Context: an optimization exercise on an open-source flow, tuned for small area. The choices shown serve that exercise and are no tape-out recipe.
Function not checked in this run: the RTL went through the layout flow alone.
No activity file was given, so power comes from the tool's default toggle rates.

[flow/run.sh]
#!/bin/bash
# synth_recipe.tcl (not shown) runs the flow's synth.tcl, then flattens the netlist and writes it again
# the make line also repeats each setting of config.mk as NAME=value (left out here)
make -C /OpenROAD-flow-scripts/flow DESIGN_CONFIG=/design/flow/config.mk WORK_HOME=/design/flow/orfs CLKGATE_MAP_FILE= SYNTH_SCRIPT=/design/flow/synth_recipe.tcl finish
[flow/config.mk]
export PLATFORM = sky130hd
export DESIGN_NAME = TopDesign
export DESIGN_NICKNAME = TopDesign
export VERILOG_FILES = /design/flow/design.v
export SDC_FILE = /design/flow/constraint.sdc
export NUM_CORES = 4
export LEC_CHECK = 0
export CAP_MARGIN = 20
export CORE_MARGIN = 2
export CORE_UTILIZATION = 40
export SLEW_MARGIN = 20
[flow/constraint.sdc]
create_clock -name core_clock -period 10.0 [get_ports {clk}]
set_input_delay 2.0000 -clock core_clock [delete_from_list [all_inputs] [get_ports {clk}]]
set_output_delay 2.0000 -clock core_clock [all_outputs]
set_load 0.01 [all_outputs]
[flow/design.v]
module ALU(       
input logic [7:0] a, 
input logic [7:0] b,
input logic [2:0] aluControl,     
output logic [7:0] aluResult);
always_comb 
 begin   
      case(aluControl)  
      3'b000: aluResult = 0;
      3'b001: aluResult = 0;
      3'b010: aluResult = a + b; 
      3'b101: aluResult = ~(a ^ b);  
      3'b111: aluResult = 0;
      default: aluResult = 0;
      endcase  
 end  
 endmodule  
module Controller(
    input logic reset,
    input logic [2:0] operationCode,
    output logic stop, add, branch, registerWriteEnable, memoryWriteEnable,
    output logic [2:0] aluControl);
    always_comb
    begin
        if( reset) 
        begin
            add = 0;
            branch = 0;
            stop = 0;
            memoryWriteEnable = 0;
            registerWriteEnable = 0;
            aluControl = 3'b000;
        end
        else begin
        case(operationCode)
            3'b000:  
            begin 
                add = 0;
                branch = 0;
                stop = 0;
                memoryWriteEnable = 1;
                registerWriteEnable = 0;
                aluControl = 3'b000;
            end
            3'b001:   
            begin
                add = 0;
                branch = 0;
                stop = 0;
                memoryWriteEnable = 0;
                registerWriteEnable = 1;
                aluControl = 3'b001;
            end
            3'b010:  
            begin
                add = 1;
                stop = 0;
                branch = 0;
                memoryWriteEnable = 0;
                registerWriteEnable = 1;
                aluControl = 3'b010;
            end
            3'b101:  
            begin
                add = 0;
                stop = 0;
                branch = 1;
                memoryWriteEnable = 0;
                registerWriteEnable = 0;
                aluControl = 3'b101;
            end
            3'b111:  
            begin
                add = 0;
                stop = 1;
                branch = 0;
                memoryWriteEnable = 0;
                registerWriteEnable = 0;
                aluControl = 3'b000;
            end
            default:
            begin
                add = 0;
                stop = 0;
                branch = 0;
                memoryWriteEnable = 0;
                registerWriteEnable = 0;
                aluControl = 3'b000;
            end
         endcase
        end
    end
endmodule
module Multiplexer(
    input logic controlInput,
    input logic [7:0] a, b,
    output logic [7:0] out);
always_comb
    begin
        case (controlInput)
            0: out = a;
            1: out = b;
        endcase
    end
endmodule
module MultiplexerAddress(
    input logic controlInput,
    input logic [3:0] a, b,
    output logic [3:0] out);
always_comb
    begin
        case (controlInput)
            0: out = a;
            1: out = b;
        endcase
    end
endmodule
module MultiplexerBranch(
    input logic controlInput,
    input logic a, b,
    output logic out);
always_comb
    begin
        case (controlInput)
            0: out = a;
            1: out = b;
        endcase
    end
endmodule
module RegisterFile(
input logic clk, 
input logic reset, 
input logic rst, 
input logic regWriteEnable,  
input logic [3:0] regWriteAddress,  
input logic [7:0] regWriteData,  
input logic [3:0] regReadAddress1,  
input logic [3:0] regReadAddress2,
output logic [7:0] regReadData1,  
output logic [7:0] regReadData2);  
      logic [7:0] regMem[15:0];  
      always_ff@ (posedge clk) begin  
        if(reset || rst) 
            begin  
                regMem[0] <= 8'b0;
                regMem[1] <= 8'b0;
                regMem[2] <= 8'b0;
                regMem[3] <= 8'b0;
                regMem[4] <= 8'b0;
                regMem[5] <= 8'b0;
                regMem[6] <= 8'b0;
                regMem[7] <= 8'b0;
                regMem[8] <= 8'b0;
                regMem[9] <= 8'b0;
                regMem[10] <= 8'b0;
                regMem[11] <= 8'b0;
                regMem[12] <= 8'b0;
                regMem[13] <= 8'b0;
                regMem[14] <= 8'b0;
                regMem[15] <= 8'b0;          
           end  
           else 
            begin  
                if(regWriteEnable == 1) 
                    begin  
                     regMem[regWriteAddress] <= regWriteData;  
                end  
           end 
           end
      assign regReadData1 = regMem[regReadAddress1];  
      assign regReadData2 = regMem[regReadAddress2];  
 endmodule 
module DataMemory( 
input logic clk,
input logic reset,
input logic rst,
input logic writeEnable,
input logic [3:0] writeAddress,
input logic [7:0] writeData,
input logic [3:0] readAddress1,
input logic [3:0] readAddress2,
output logic [7:0] readData1,
output logic [7:0] readData2);
logic [7:0] mem [15:0];
always_ff @(posedge clk)
    begin
    if(reset || rst) begin  
                mem[0] <= 8'b0;
                mem[1] <= 8'b0;
                mem[2] <= 8'b0;
                mem[3] <= 8'b0;
                mem[4] <= 8'b0;
                mem[5] <= 8'b0;
                mem[6] <= 8'b0;
                mem[7] <= 8'b0;
                mem[8] <= 8'b0;
                mem[9] <= 8'b0;
                mem[10] <= 8'b0;
                mem[11] <= 8'b0;
                mem[12] <= 8'b0;
                mem[13] <= 8'b0;
                mem[14] <= 8'b0;
                mem[15] <= 8'b0;          
           end  
    else
        if (writeEnable == 1)
        mem[writeAddress] <= writeData;         
    end
    assign readData1 = mem[readAddress1];
    assign readData2 = mem[readAddress2]; 
endmodule
module Debouncer #(parameter DEBOUNCE_CYCLES = 250)
(input logic clk, input logic rst, input logic button,output logic pulse );
logic [$clog2(DEBOUNCE_CYCLES+1)-1:0] timer;
typedef enum logic [1:0]{S0,S1,S2,S3} states;
states state, nextState;
logic gotInput;
always_ff@(posedge clk)
    begin    
        if (rst)
            state <= S0;
        else
            state <= nextState;
        if(gotInput)
            timer <= DEBOUNCE_CYCLES;
        else
            timer <= timer - 1;
    end
always_comb
    case(state)
        S0: if(button) 
            begin  
                nextState = S1;    
                gotInput = 1;
            end
            else begin nextState = S0; gotInput = 0; end
        S1: begin nextState = S2; gotInput = 0; end
        S2: begin nextState = S3; gotInput = 0; end
        S3: begin if(timer == 0) nextState = S0; else nextState = S3; gotInput = 0; end
        default: begin nextState = S0; gotInput = 0; end
        endcase
assign pulse = ( state == S1 );
endmodule
module SevenSegmentDisplay(
 input clk, 
 input rst,
 input [3:0] in3, in2, in1, in0,  
 output [6:0]seg, output logic dp,  
 output [3:0] an    
 );
localparam N = 10;
logic [N-1:0] count;
always@ (posedge clk)
	if (rst)
		count <= {N{1'b0}};
	else
		count <= count + 1;
logic [4:0]digit_val;  
logic [3:0]digit_en;   
always@ (*)
 begin
 digit_en = 4'b1111;  
 digit_val = in0;  
  case(count[N-1:N-2])  
   2'b00 :   
    begin
     digit_val = {1'b0, in0};
     digit_en = 4'b1110;
    end
   2'b01:   
    begin
     digit_val = {1'b0, in1};
     digit_en = 4'b1101;
    end
   2'b10:   
    begin
     digit_val = {1'b1, in2};
     digit_en = 4'b1011;
    end
   2'b11:   
    begin
     digit_val = {1'b0, in3};
     digit_en = 4'b0111;
    end
  endcase
 end
logic [6:0] sseg_LEDs; 
always @(*)
 begin 
  sseg_LEDs = 7'b1111111;  
  case( digit_val)
   5'd0 : sseg_LEDs = 7'b1000000;  
   5'd1 : sseg_LEDs = 7'b1111001;  
   5'd2 : sseg_LEDs = 7'b0100100;  
   5'd3 : sseg_LEDs = 7'b0110000;  
   5'd4 : sseg_LEDs = 7'b0011001;  
   5'd5 : sseg_LEDs = 7'b0010010;  
   5'd6 : sseg_LEDs = 7'b0000010;  
   5'd7 : sseg_LEDs = 7'b1111000;  
   5'd8 : sseg_LEDs = 7'b0000000;  
   5'd9 : sseg_LEDs = 7'b0010000;  
   5'd10: sseg_LEDs = 7'b0001000;  
   5'd11: sseg_LEDs = 7'b0000011;  
   5'd12: sseg_LEDs = 7'b1000110;  
   5'd13: sseg_LEDs = 7'b0100001;  
   5'd14: sseg_LEDs = 7'b0000110;  
   5'd15: sseg_LEDs = 7'b0001110;  
   5'd16: sseg_LEDs = 7'b0110111;  
   default : sseg_LEDs = 7'b0111111;  
  endcase
 end
assign an = digit_en;
assign seg = sseg_LEDs; 
assign dp = 1'b1;  
endmodule
module InstructionMemory(
input logic [4:0] readAddress, 
output logic [15:0] readData, readData2);
logic [15:0] rom[31:0];  
always_comb  
      begin
        rom[0] = 16'b001_0_0000_00000000;
        rom[1] = 16'b001_0_0000_00010001;
        rom[2] = 16'b001_1_0010_00000000;  
        rom[3] = 16'b001_1_0011_00000000;
        rom[4] = 16'b001_1_0100_00000001;
        rom[5] = 16'b101_0_1001_00100001;
        rom[6] = 16'b010_0_0011_00110000;
        rom[7] = 16'b010_0_0010_00100100;
        rom[8] = 16'b101_0_0101_0000_0000;
        rom[9] = 16'b000_0_0000_0011_0011;
        rom[10] = 16'b000_0_0000_0010_0010;
        rom[11] = 16'b000_0_0000_0011_0011;
        rom[12] = 16'b010_0_0101_0000_0001;
        rom[13] = 16'b010_0_0110_0001_0010;
        rom[14] = 16'b010_0_0111_0010_0011;
        rom[15] = 16'b010_0_1000_0011_0100;
        rom[16] = 16'b010_0_1000_0000_0001;
        rom[17] = 16'b010_0_1001_0010_0011;
        rom[18] = 16'b010_0_1010_0100_0101;
        rom[19] = 16'b010_0_1011_0110_0111;
        rom[20] = 16'b010_0_1100_1000_1001;
        rom[21] = 16'b010_0_1101_1010_1011;
        rom[22] = 16'b101_0000000000000;
        rom[23] = 16'b101_0000000000000;
        rom[24] = 16'b101_0000000000000; 
        rom[25] = 16'b101_0000000000000;
        rom[26] = 16'b101_00110_1000_1101;
        rom[27] = 16'b101_00010_1001_1011;
        rom[28] = 16'b011_0000000000000;
        rom[29] = 16'b100_0000000000000;
        rom[30] = 16'b101_0000000000000;
        rom[31] = 16'b111_0000000000000;
    end 
    assign readData = rom[readAddress];
    assign readData2 = rom[readAddress + 5'd1];
endmodule
module TopDesign
    (
    input logic clk,
    input logic rst,
    input logic [15:0] swIns,
    input logic [4:0] debouncer,
    output logic [15:0] insLed, 
    output logic [6:0]seg, 
    output logic dp,
    output logic[3:0] an
    );
    logic previous, next, getFromSwitches, getFromMemory, reset; 
    logic branch, stop, add;
    logic [7:0] data1;
    logic [3:0] data2;
    logic registerWriteEnable;
    logic [3:0] writeRegisterAddress;
    logic [7:0] readRegisterData1, readRegisterData2, writeRegisterData; 
    logic [4:0] romMemoryAddress;
    logic [15:0] instruction;
    logic [15:0] romMemoryInstruction; 
    logic memoryWriteEnable;
    logic [3:0] writeDataAddress;
    logic [3:0] memoryAddress;
    logic [7:0] readRamData1, readRamData2, writeData;  
    logic [2:0] aluControl;
    logic [7:0] aluResult;
    logic branchEnable;
    logic resetAny;
    assign resetAny = reset | rst;
    Debouncer upButton( clk, rst, debouncer[1], reset);
    Debouncer centerButton( clk, rst, debouncer[0], getFromSwitches);
    Debouncer rightButton( clk, rst, debouncer[3], next);
    Debouncer leftButton( clk, rst, debouncer[2], previous);
    Debouncer downButton( clk, rst, debouncer[4], getFromMemory);
    always_ff@(posedge clk) 
    begin
        if (rst)
            begin
            romMemoryAddress <= 5'b00000;
            memoryAddress <= 4'b0000;
            instruction <= 16'b1000000000000000;
            end
        else if (reset)
            begin
            romMemoryAddress <= 5'b00000;
            end
        else begin 
        if (!stop) 
        begin
        instruction <= 16'b1000000000000000;
            if (previous)
                if (memoryAddress == 4'b0000)
                   memoryAddress <= 4'b1111;
                else
                   memoryAddress <= memoryAddress - 1;
            else if (next)
                 if (memoryAddress == 4'b1111)
                     memoryAddress <= 4'b0000;
                 else
                     memoryAddress <= memoryAddress + 1;
             else if (getFromMemory) 
                begin
                instruction <= romMemoryInstruction;  
                if (romMemoryAddress == 5'b11111)
                   romMemoryAddress <= 5'b00000;
                else
                   romMemoryAddress <= romMemoryAddress + 1; 
            end
            else if (getFromSwitches)
                instruction <= swIns;
            else if (branch)
                romMemoryAddress <= instruction[12:8];
        end
        end
    end
    Controller controlUnit( resetAny, instruction[15:13], stop, add, branchEnable, registerWriteEnable, memoryWriteEnable, aluControl);
    Multiplexer multiplexer1(instruction[12], readRegisterData1, instruction[7:0], writeData);
    Multiplexer multiplexer2(instruction[12], readRamData1, instruction[7:0], data1);
    Multiplexer multiplexer3(add, data1, aluResult, writeRegisterData);
    MultiplexerBranch multiplexer4(branchEnable, 1'b0, aluResult[0], branch);
    MultiplexerAddress multiplexer5(instruction[12], instruction[7:4], instruction[11:8], writeDataAddress);
    MultiplexerAddress multiplexer6(instruction[12], instruction[7:4], instruction[11:8], data2);
    MultiplexerAddress multiplexer7(add, data2, instruction[11:8], writeRegisterAddress);
    DataMemory memory(clk, reset, rst, memoryWriteEnable, writeDataAddress, writeData, instruction[3:0], memoryAddress, readRamData1, readRamData2 );
    InstructionMemory instructions(romMemoryAddress, romMemoryInstruction, insLed);
    ALU alu(readRegisterData1, readRegisterData2, aluControl, aluResult);
    RegisterFile registerFile(clk, reset, rst, registerWriteEnable, writeRegisterAddress, writeRegisterData, instruction[3:0], instruction[7:4], readRegisterData1, readRegisterData2);
    SevenSegmentDisplay sevenSegmentDisplay(clk, rst, memoryAddress, 4'd1, readRamData2[7:4], readRamData2[3:0], seg, dp, an);
endmodule
==> out/metrics.cfg <==
[status]
status=timing/DRC/antenna clean

[drt]
via_per_inst=5.95
first_pass_iters=7
drtIter0Drc=1672
vias=13800
wl_um=52000
wl_per_cell_um=22.4
drc=0
ant_nets=0

[synth]
synthXorXnorAreaFrac_pct=1.66
synth_top_family_by_area=multiplexers
syn-cell-area_um2=19500
ys_seq_area_share_pct=49.4
synth_cells=1692
synth_mux_area_share_pct=19.6
yosys_register_bits=353
synth_edf_count=256
synthArstFlopShare_pct=0
synth_compound_area_share_pct=8.62
synth_ff_type=edfxtp_1
synth_fa_ha_area_share_pct=2.09
synth_nets=1747
yosysWarnings=12
ys_types=79
syn_avg_cell_area_um2=11.5
synth_simple_gate_area_share_pct=14.9

[critical_path]
cp_data_arrival_time_ns=4.30
ff2ff_setup_slack_ns=4.64
startpoint_type=register
cpPeakStageDelay_ns=0.96
path_max_fanout=37
crit_path_end_kind=output pin
crit_type=register to output pin
cpMaxStageDelayCell=dfxtp_2
path_cells=nand2_1 -> o221ai_1 -> o32ai_1 -> a2111oi_2 -> nor2_1 -> inv_1 -> ha_1 -> o21ai_0 -> a211oi_1 -> a21oi_1 -> clkdlybuf4s50_1
crit_required_ns=8.00

[placement]
port-buffer-count=49
place.gp.congestion=0.882
dp.cells=2255
place_hpwl_um=36300

[clocking]
worst_skew_pair.late_latency_ns=0.56
clockRootBuffer=clkbuf_16
ctsHoldBuffers=0
cts_max_level=2
clkTransAtPathRegs_ns=0.06
cts_sinks=353
cts_resized=0
cts_tree=yes
cts_buffer_depth=3
cts_buffers=38
postCtsSetupRepairBufs=0

[die]
row_count=80
dieArea_um2=50500
ios=51
coreArea_um2=47900
die_h_um=225
die_x_um=225
start_util_pct=40.6

[timing]
finalCriticalPeriod_ns=6.30
slew-limit-headroom_pct=28.6
finalHoldViolCount=0
slew_viol_final=0
holdWs_ns=0.436
post-route-period-util_pct=63.0
tns_ns=0
skew_ns=0.0229
rsz0062_at_grt=false
max_freq_mhz=159
setup_viol=0
worstMarginPinSlew_ns=1.06

[final_layout]
fin_cells=2325
fin_util_pct=44.9
antenna_cells=0
final_cell_mix=nor2_1, edfxtp_1, nand2_1, mux4_2, dfxtp_1
drive_gt1_share_pct=15.0
syn_to_final_growth_pct=10.4
final_common_cell=nor2_1
final_nets=1735

[global_routing]
grt_pass1_vias=13300
grt_overflow=0
grt_pass1_wl_um=80400
grt_max_degree=64
grtUsageTotal_pct=20.8
antenna_found_initial=0

[power_and_ir_drop]
ir_drop_mv=0.131
cellLeakagePower_nw=7.36
power_density_nw_per_um2=190
power_mw=4.08

[flow_run]
drv_cap=0

[worst_hold_path]
hold_path_class=register to register

[state kept, by name, summed over array words and instances (netlist names), 4 cells and up, named ones only]
name and flops:
memory.mem 128, registerFile.regMem 128, instruction 16, sevenSegmentDisplay.count 10
centerButton.timer 8, downButton.timer 8, leftButton.timer 8, rightButton.timer 8
upButton.timer 8, romMemoryAddress 5, memoryAddress 4
[synth_stat cells, drive strengths merged, types with 11 or more instances]
cell      n  share of area, %
nand2b   18              0.58
nor4     11              0.46
a21oi    78               2.0
nand2   148               2.9
nor2b    21              0.67
inv      36              0.69
nand3    25              0.64
ha       31               2.0
a22oi    11              0.42
dfxtp    97                10
a211oi   12              0.46
xnor2    26               1.2
o21ai    63               1.8
nor2    362               7.0
clkbuf   59               1.1
a31oi    11              0.35
nor3     17              0.46
buf      56               1.8
mux4    138                16
edfxtp  256                39
mux2i    48               2.9
xor2     11              0.49
and3     15              0.48
mux2     11              0.66
[kinds of logic after synthesis]
logic type / after synthesis
xor+xnor: 37
flops: 353
simple gates: 665
compound gates: 256
mux: 197
other cells: 1
buf+inv: 151
fa+ha+maj: 32
[stage by stage]
stage / cell area, µm² / worst slack (ns)
floorplan: 19500 / 5.36
global placement: 20300 / 4.42
detailed placement: 20300 / 4.35
CTS: 21500 / 3.75
global route: 21500 / 3.48
finish: 21500 / 3.70
[where the power goes]
| group | switching [mW] | internal [mW] | leakage, nW |
|---|---|---|---|
| sequential | 0.125 | 1.71 | 3.51 |
| clock | 0.594 | 0.801 | 0.594 |
| combinational | 0.487 | 0.361 | 3.25 |
[final timing paths]
kind / start / endpoint / depth (start not counted)
setup reg to reg: register / registerFile.regMem[10][6] / 12
hold / removal: rightButton.timer[0] / rightButton.timer[0] / 1
hold reg to reg: rightButton.timer[0] / rightButton.timer[0] / 1
setup / recovery: register / seg[3] / 11
[critical path, delay by kind of cell (launching register included)]
kind	cells	cell delay, ns
compound gates	6	1.43
fa+ha+maj	1	0.25
buf+inv	2	0.63
flops	1	0.96
simple gates	2	0.43
[per-layer routing]
layer	part of all wire [%]	routed length, µm	global-route usage [%]
met5	0	0	0
met1	43	22200	29.6
met4	2.9	1500	6.39
met2	47	24700	33.4
met3	7.0	3620	2.81
[layout make-up]
| class | instances | area (µm²) |
|---|---|---|
| clock buffer | 51 | 1050 |
| clock inverter | 19 | 188 |
| fill | 4395 | 26400 |
| inverter | 36 | 135 |
| multi-input combinational | 1188 | 9140 |
| sequential | 353 | 9640 |
| tap | 615 | 769 |
| timing repair buffer | 63 | 591 |

-- afterwards: timing with drivers on the ports --
No port has a modelled driver above. Below, the same layout with a new extraction and two added sets of constraints.
Step 1, drivers: a clkbuf_16 drives clk and a buf_2 each remaining input, both assumed.
Step 2, shift: input delay + t, output delay - t, t = (earliest + latest rising clock arrival at the registers) / 2. This alone moves slack from input paths to output paths.
Three values: no drivers, after step 1, after step 2; two values: the first two.
t (ns): 0.604
slack for setup (ns): 3.703 / 3.649 / 4.253
hold slack, ns: 0.436 / 0.436 / 0.436
worst setup path after step 2: register to output
latest minus earliest clock arrival (ns): 0.023 / 0.022
After both steps this run still meets setup and hold. For this run, drivers alone change the setup slack by -0.054 ns; drivers and shift together by +0.550 ns.
